Context: an optimization exercise on an open-source flow, tuned for small area and a short achievable clock period. The choices shown serve that exercise and are no tape-out recipe. At most, simulation tests tie the RTL to the original design; equivalence was not proved. No activity file was given, so power comes from the tool's default toggle rates.

## rev 12
==> flow/design.v (excerpt) <==
module RV32I_Top #(parameter n = 32)
	(input clk, rst, shift_done,
	input [n-1:0] dmem_out, imem_out,
	output w_en_to_bus_for_dmem,
	output [n-1:0] addr_dmem,
	output [n-1:0] data_dmem,
	output [n-1:0] pc_to_imem);
	wire [31:0] in = imem_out;
	wire [6:0] op = in[6:0];
	wire [2:0] f3 = in[14:12];
	wire [6:0] f7 = in[31:25];
	wire [4:0] rs1 = in[19:15];
	wire [4:0] rs2 = in[24:20];
	wire [4:0] rd  = in[11:7];
	wire op_r     = op == 7'b0110011;
	wire op_i     = op == 7'b0010011;
	wire op_ld    = op == 7'b0000011;
	wire op_st    = op == 7'b0100011;
	wire op_br    = op == 7'b1100011;
	wire op_jalr  = op == 7'b1100111;
	wire op_jal   = op == 7'b1101111;
	wire op_lui   = op == 7'b0110111;
	wire op_auipc = op == 7'b0010111;
	wire r_ok  = op_r & ((f3 != 3'b000) | (f7 == 7'b0000000) | (f7 == 7'b0100000));
	wire i_ok  = op_i & (f3 != 3'b001) & (f3 != 3'b101);
	wire ld_ok = op_ld & ~f3[2] & ~f3[0];           
	wire st_ok = op_st & ~f3[2] & ~f3[0];           
	wire wr_reg = r_ok | i_ok | ld_ok | op_jalr | op_jal | op_lui | op_auipc;
	wire br_eq  = op_br & (f3 == 3'b000);
	wire br_ne  = op_br & (f3 == 3'b001);
	wire br_lt  = op_br & (f3 == 3'b100);
	wire br_ge  = op_br & (f3 == 3'b101);
	wire [31:0] immI = {{20{in[31]}}, in[31:20]};
	wire [31:0] immLS = {{20{in[31]}}, in[31:25], in[5] ? in[11:7] : in[24:20]};
	wire [31:0] immB = {{19{in[31]}}, in[31], in[7], in[30:25], in[11:8], 1'b0};
	wire [31:0] immU = {in[31:12], 12'h000};
	wire [31:0] immJ = {{12{in[31]}}, in[31], in[19:12], in[20], in[30:21]};
	reg [31:0] rf [1:31];
	wire [31:0] wdata;
	wire [31:0] wdata_r = wdata & {32{~rst}};
	wire [31:1] wen;
	wire [991:0] rf_flat;
	genvar gi;
	generate
		for (gi = 1; gi < 32; gi = gi + 1) begin : g_rf
			assign wen[gi] = rst | (wr_reg & (rd == gi));
			always @(posedge clk)
				if (wen[gi]) rf[gi] <= wdata_r;
			assign rf_flat[32*gi-1 -: 32] = rf[gi];
		end
	endgenerate
	wire [31:0] a, b;
	RF_Read rd1 (.rf(rf_flat), .rs(rs1), .q(a));
	RF_Read rd2 (.rf(rf_flat), .rs(rs2), .q(b));
	reg [31:1] pc_r;
	wire [31:0] pc = {pc_r, 1'b0};
	wire [31:0] pc4;
	Inc30 inc (.x(pc), .y(pc4));
	wire [31:0] sum_ls;
	Addr_Add addr_add (.a(a), .b(immLS), .s(sum_ls));
	wire use_b = op_r | op_br | op_jalr;
	wire [31:0] op2 = use_b ? b : immI;
	wire sub = op_br | ((op_r | op_i) & (f3[2:1] == 2'b01)) | (op_r & (f3 == 3'b000) & in[30]);
	wire [31:0] x = op2 ^ {32{sub}};
  ...
Size: ~5600 cells after synthesis, roughly 160 I/O pins, about 57000 sq um of cells after synthesis.
clock: 12.5 ns
lec_check: 0
cap_margin: 20
core_margin: 2
core_utilization: 40
setup_slack_margin: 5.0
slew_margin: 20
synth_hierarchical: 1
synth_minimum_keep_size: 0
tns_end_percent: 0
run.sh (not shown) runs the stock make flow with config.mk's settings and CLKGATE_MAP_FILE= SYNTH_SCRIPT=/design/flow/synth_recipe.tcl, a recipe that flattens the netlist after the stock synthesis.
Rev 12 finished every stage and its layout cleared the timing, DRC and antenna checks.
### rev 12 -> rev 13
- SETUP_SLACK_MARGIN changed from 5.0 to 4.5
Notes after the runs:
Rev 13 finished all stages; the layout is clean. Register fraction of the total cell area (lower): rev 12. Total power delta for rev 13 relative to rev 12: 2.3% lower. Going from rev 12 to rev 13, total global routing track utilization increased 0.79 points, post-CTS setup-driven buffer insertion count saw a decrease. met2 capacity usage during global routing was higher in rev 13 than in rev 12. Clock network power: lower on rev 13. Against rev 12, rev 13 comes in 0.021 ns higher on transition at the pin with the smallest max-transition slack. Diff rev 12 -> rev 13: maximum frequency now smaller, count of filler cells inserted in the layout now larger.

## wip/juniper
RV32I_Top, a different RTL version from the one above (not shown whole).
Size: roughly 5500 cells after synthesis, about 160 I/O pins, roughly 57000 µm² of cells after synthesis.
export LEC_CHECK = 0
export CAP_MARGIN = 20
export CORE_MARGIN = 2
export CORE_UTILIZATION = 40
export SETUP_SLACK_MARGIN = 4.0
export SLEW_MARGIN = 20
export SYNTH_HIERARCHICAL = 1
export SYNTH_MINIMUM_KEEP_SIZE = 0
export TNS_END_PERCENT = 0
create_clock -name core_clock -period 12.5 [get_ports {clk}]
wip/juniper: PASS, flow complete, no timing, DRC or antenna violations
Here is what was changed in the inputs of wip/lagoon compared with wip/juniper.
# wip/juniper
export LEC_CHECK = 0
export CAP_MARGIN = 20
export CORE_MARGIN = 2
export CORE_UTILIZATION = 40
export SETUP_SLACK_MARGIN = 4.0
export SLEW_MARGIN = 20
export SYNTH_HIERARCHICAL = 1
export SYNTH_MINIMUM_KEEP_SIZE = 0
export TNS_END_PERCENT = 0
create_clock -name core_clock -period 12.5 [get_ports {clk}]
# wip/lagoon
export LEC_CHECK = 0
export CAP_MARGIN = 20
export CORE_MARGIN = 2
export CORE_UTILIZATION = 40
export CTS_CLUSTER_DIAMETER = 100
export CTS_CLUSTER_SIZE = 16
export SETUP_SLACK_MARGIN = 4.5
export SLEW_MARGIN = 20
export SYNTH_HIERARCHICAL = 1
export SYNTH_MINIMUM_KEEP_SIZE = 0
export TNS_END_PERCENT = 0
create_clock -name core_clock -period 12.5 [get_ports {clk}]
## What came out
- Sort wip/juniper and wip/lagoon by period utilization, ascending, and wip/lagoon comes first.
- Cell count went down slightly going from wip/juniper to wip/lagoon.
- Area added between synthesis and finish in wip/lagoon vs wip/juniper: up 1.3 points
- Against wip/juniper, wip/lagoon reports a delay contributed by the slowest stage of the critical path that is lower.
- Relative to wip/juniper, utilization after layout has increased by 0.54 points in wip/lagoon.
- Clock slew at the register clock pins of the worst setup and hold paths: wip/lagoon higher than wip/juniper
- Wire: wip/lagoon routes more than wip/juniper
- rf[1][28]$_DFFE_PP_ as the capturing instance or port of the critical path was reported by wip/juniper, and addr_dmem[27] by wip/lagoon.
- Looking at met2 track demand over resource across wip/juniper and wip/lagoon, the one that comes out lower is wip/lagoon.
- wip/lagoon vs. wip/juniper: clock latency on the worst-skew pair now smaller; fraction of area in multi-input gates now larger.
- Against wip/juniper, wip/lagoon comes in 0.087 ns lower on worst slack at placement.
Input changes introduced in wip/maple (baseline for comparison: wip/lagoon):
# wip/lagoon
export LEC_CHECK = 0
export CAP_MARGIN = 20
export CORE_MARGIN = 2
export CORE_UTILIZATION = 40
export CTS_CLUSTER_DIAMETER = 100
export CTS_CLUSTER_SIZE = 16
export SETUP_SLACK_MARGIN = 4.5
export SLEW_MARGIN = 20
export SYNTH_HIERARCHICAL = 1
export SYNTH_MINIMUM_KEEP_SIZE = 0
export TNS_END_PERCENT = 0
create_clock -name core_clock -period 12.5 [get_ports {clk}]
# wip/maple
export LEC_CHECK = 0
export CAP_MARGIN = 20
export CORE_MARGIN = 2
export CORE_UTILIZATION = 40
export CTS_CLUSTER_DIAMETER = 100
export CTS_CLUSTER_SIZE = 24
export SETUP_SLACK_MARGIN = 4.5
export SLEW_MARGIN = 20
export SYNTH_HIERARCHICAL = 1
export SYNTH_MINIMUM_KEEP_SIZE = 0
export TNS_END_PERCENT = 0
create_clock -name core_clock -period 12.5 [get_ports {clk}]
Results
Max fraction of final layout cells with drive strength greater than 1 across wip/maple and wip/lagoon: wip/lagoon. Delta(sequential share of layout area, wip/maple - wip/lagoon) > 0. wip/maple vs. wip/lagoon: post-detailed-routing wire length shrank by about 0.5%, post-layout instance count excluding filler cells did not really move, worst hold slack +0.015 ns, sequential cell count comparable, final-layout non-clock buffer area share picked up an extra 0.17 points. Detailed-route wire length per cell ends up lower on wip/maple. wip/maple ended up with a higher routed length on met1 than wip/lagoon did.

Another version of the RTL of RV32I_Top (not shown whole).
Size: about 1000 flip-flops, roughly 160 I/O pins, about 54000 µm² of cells after synthesis.
Design RV32I_Top, start of the top module:
module RV32I_Top #(parameter n = 32)
	(input clk, rst, shift_done,
	input [n-1:0] dmem_out, imem_out,
	output w_en_to_bus_for_dmem,
	output [n-1:0] addr_dmem,
	output [n-1:0] data_dmem,
	output [n-1:0] pc_to_imem);
clock: 12.5 ns
lec_check: 0
cap_margin: 20
core_margin: 2
core_utilization: 40
setup_slack_margin: 4.5
slew_margin: 20
synth_hierarchical: 1
synth_minimum_keep_size: 0
tns_end_percent: 10
The starting point finished with timing, DRC and antenna clean.
==> next run, changes <==
--- a/flow/config.mk
+++ b/flow/config.mk
@@ -9,7 +9,5 @@
 export CORE_MARGIN = 2
 export CORE_UTILIZATION = 40
-export SETUP_SLACK_MARGIN = 4.5
 export SLEW_MARGIN = 20
 export SYNTH_HIERARCHICAL = 1
 export SYNTH_MINIMUM_KEEP_SIZE = 0
-export TNS_END_PERCENT = 10
What happened:
- wire length came out lower by 2.3%
- final area came out lower by about 12%
- setup slack loses 3.6 ns
- clock-buffer cell count is unchanged
Function was not checked in any run of this note: the RTL went through the layout flow alone.

RV32I_Top, a different RTL version from the one above (not shown whole).
Size: roughly 5400 cells after synthesis, ~0.057 sq mm of cells after synthesis.
## RV32I_Top
module RV32I_Top #(parameter n = 32)
	(input clk, rst, shift_done,
	input [n-1:0] dmem_out, imem_out,
	output w_en_to_bus_for_dmem,
	output [n-1:0] addr_dmem,
	output [n-1:0] data_dmem,
	output [n-1:0] pc_to_imem);
clock: 12.5 ns
lec_check: 0
cap_margin: 20
core_margin: 2
core_utilization: 40
setup_slack_margin: 4.5
slew_margin: 20
synth_hierarchical: 1
synth_minimum_keep_size: 0
tns_end_percent: 0
Edit:
Settings changed: CTS_CLUSTER_DIAMETER set to 100, CTS_CLUSTER_SIZE set to 20.
What happened:
- The new run completed with no timing, DRC or antenna violations
- power is lower by 10%
- first-iteration DRC count is higher by 2.8%
- clock-buffer cell count is lower by 58
- clock skew is lower by 0.050 ns
- final cell count is lower by 1.7%
Edit:
Settings changed: CTS_CLUSTER_SIZE 20 to 24.
Power is about the same.
Routed wire length came out higher by 1.3%.
Area after synthesis stays the same.
Worst hold slack stays flat.
Final area rises by 1.4%.
Fmax goes up by 0.92%.
Core utilization goes up by 0.69 points.
Global-route usage rose by 0.23 points.
Setup slack gains 0.079 ns.

-- afterwards: timing with drivers on the ports --
The results above use ideal ports. As a check the final layouts listed here were re-extracted and re-timed, cells and wires unchanged.
Step 1, drivers: a clkbuf_16 drives clk and a buf_2 each remaining input, both assumed.
Step 2 moves the port delays by t, midway between the first and last clock arrival at a register: inputs arrive t later, outputs are due t later. That takes back most of the time a late clock gives input paths.
a / b / c = no drivers / after step 1 / after step 2; a / b = the first two.
| run | t, ns | slack for setup (ns) | latest minus earliest clock arrival (ns) |
|---|---|---|---|
| rev 12 | 0.804 | 3.976 / 3.929 / 3.230 | 0.061 / 0.061 |
| rev 13 | 0.825 | 3.798 / 3.816 / 3.014 | 0.051 / 0.050 |
| wip/juniper | 0.833 | 3.566 / 3.616 / 2.793 | 0.081 / 0.081 |
| wip/lagoon | 0.789 | 3.962 / 3.840 / 3.261 | 0.053 / 0.054 |
| wip/maple | 0.799 | 3.953 / 3.833 / 3.207 | 0.106 / 0.106 |
| the first run of note 3 | 0.824 | 3.913 / 3.761 / 3.351 | 0.076 / 0.076 |
| the second run of note 3 | 0.791 | 0.326 / 0.298 / 0.298 | 0.081 / 0.081 |
| the first run of note 4 | 0.793 | 3.773 / 3.818 / 3.025 | 0.088 / 0.088 |
| the second run of note 4 | 0.788 | 3.835 / 3.883 / 3.096 | 0.039 / 0.039 |
| the third run of note 4 | 0.782 | 3.913 / 3.934 / 3.184 | 0.038 / 0.038 |
After both steps every run listed still meets setup and hold. The setup slack of rev 13, which loses most, moves by +0.018 ns with the drivers and by -0.784 ns with both steps.
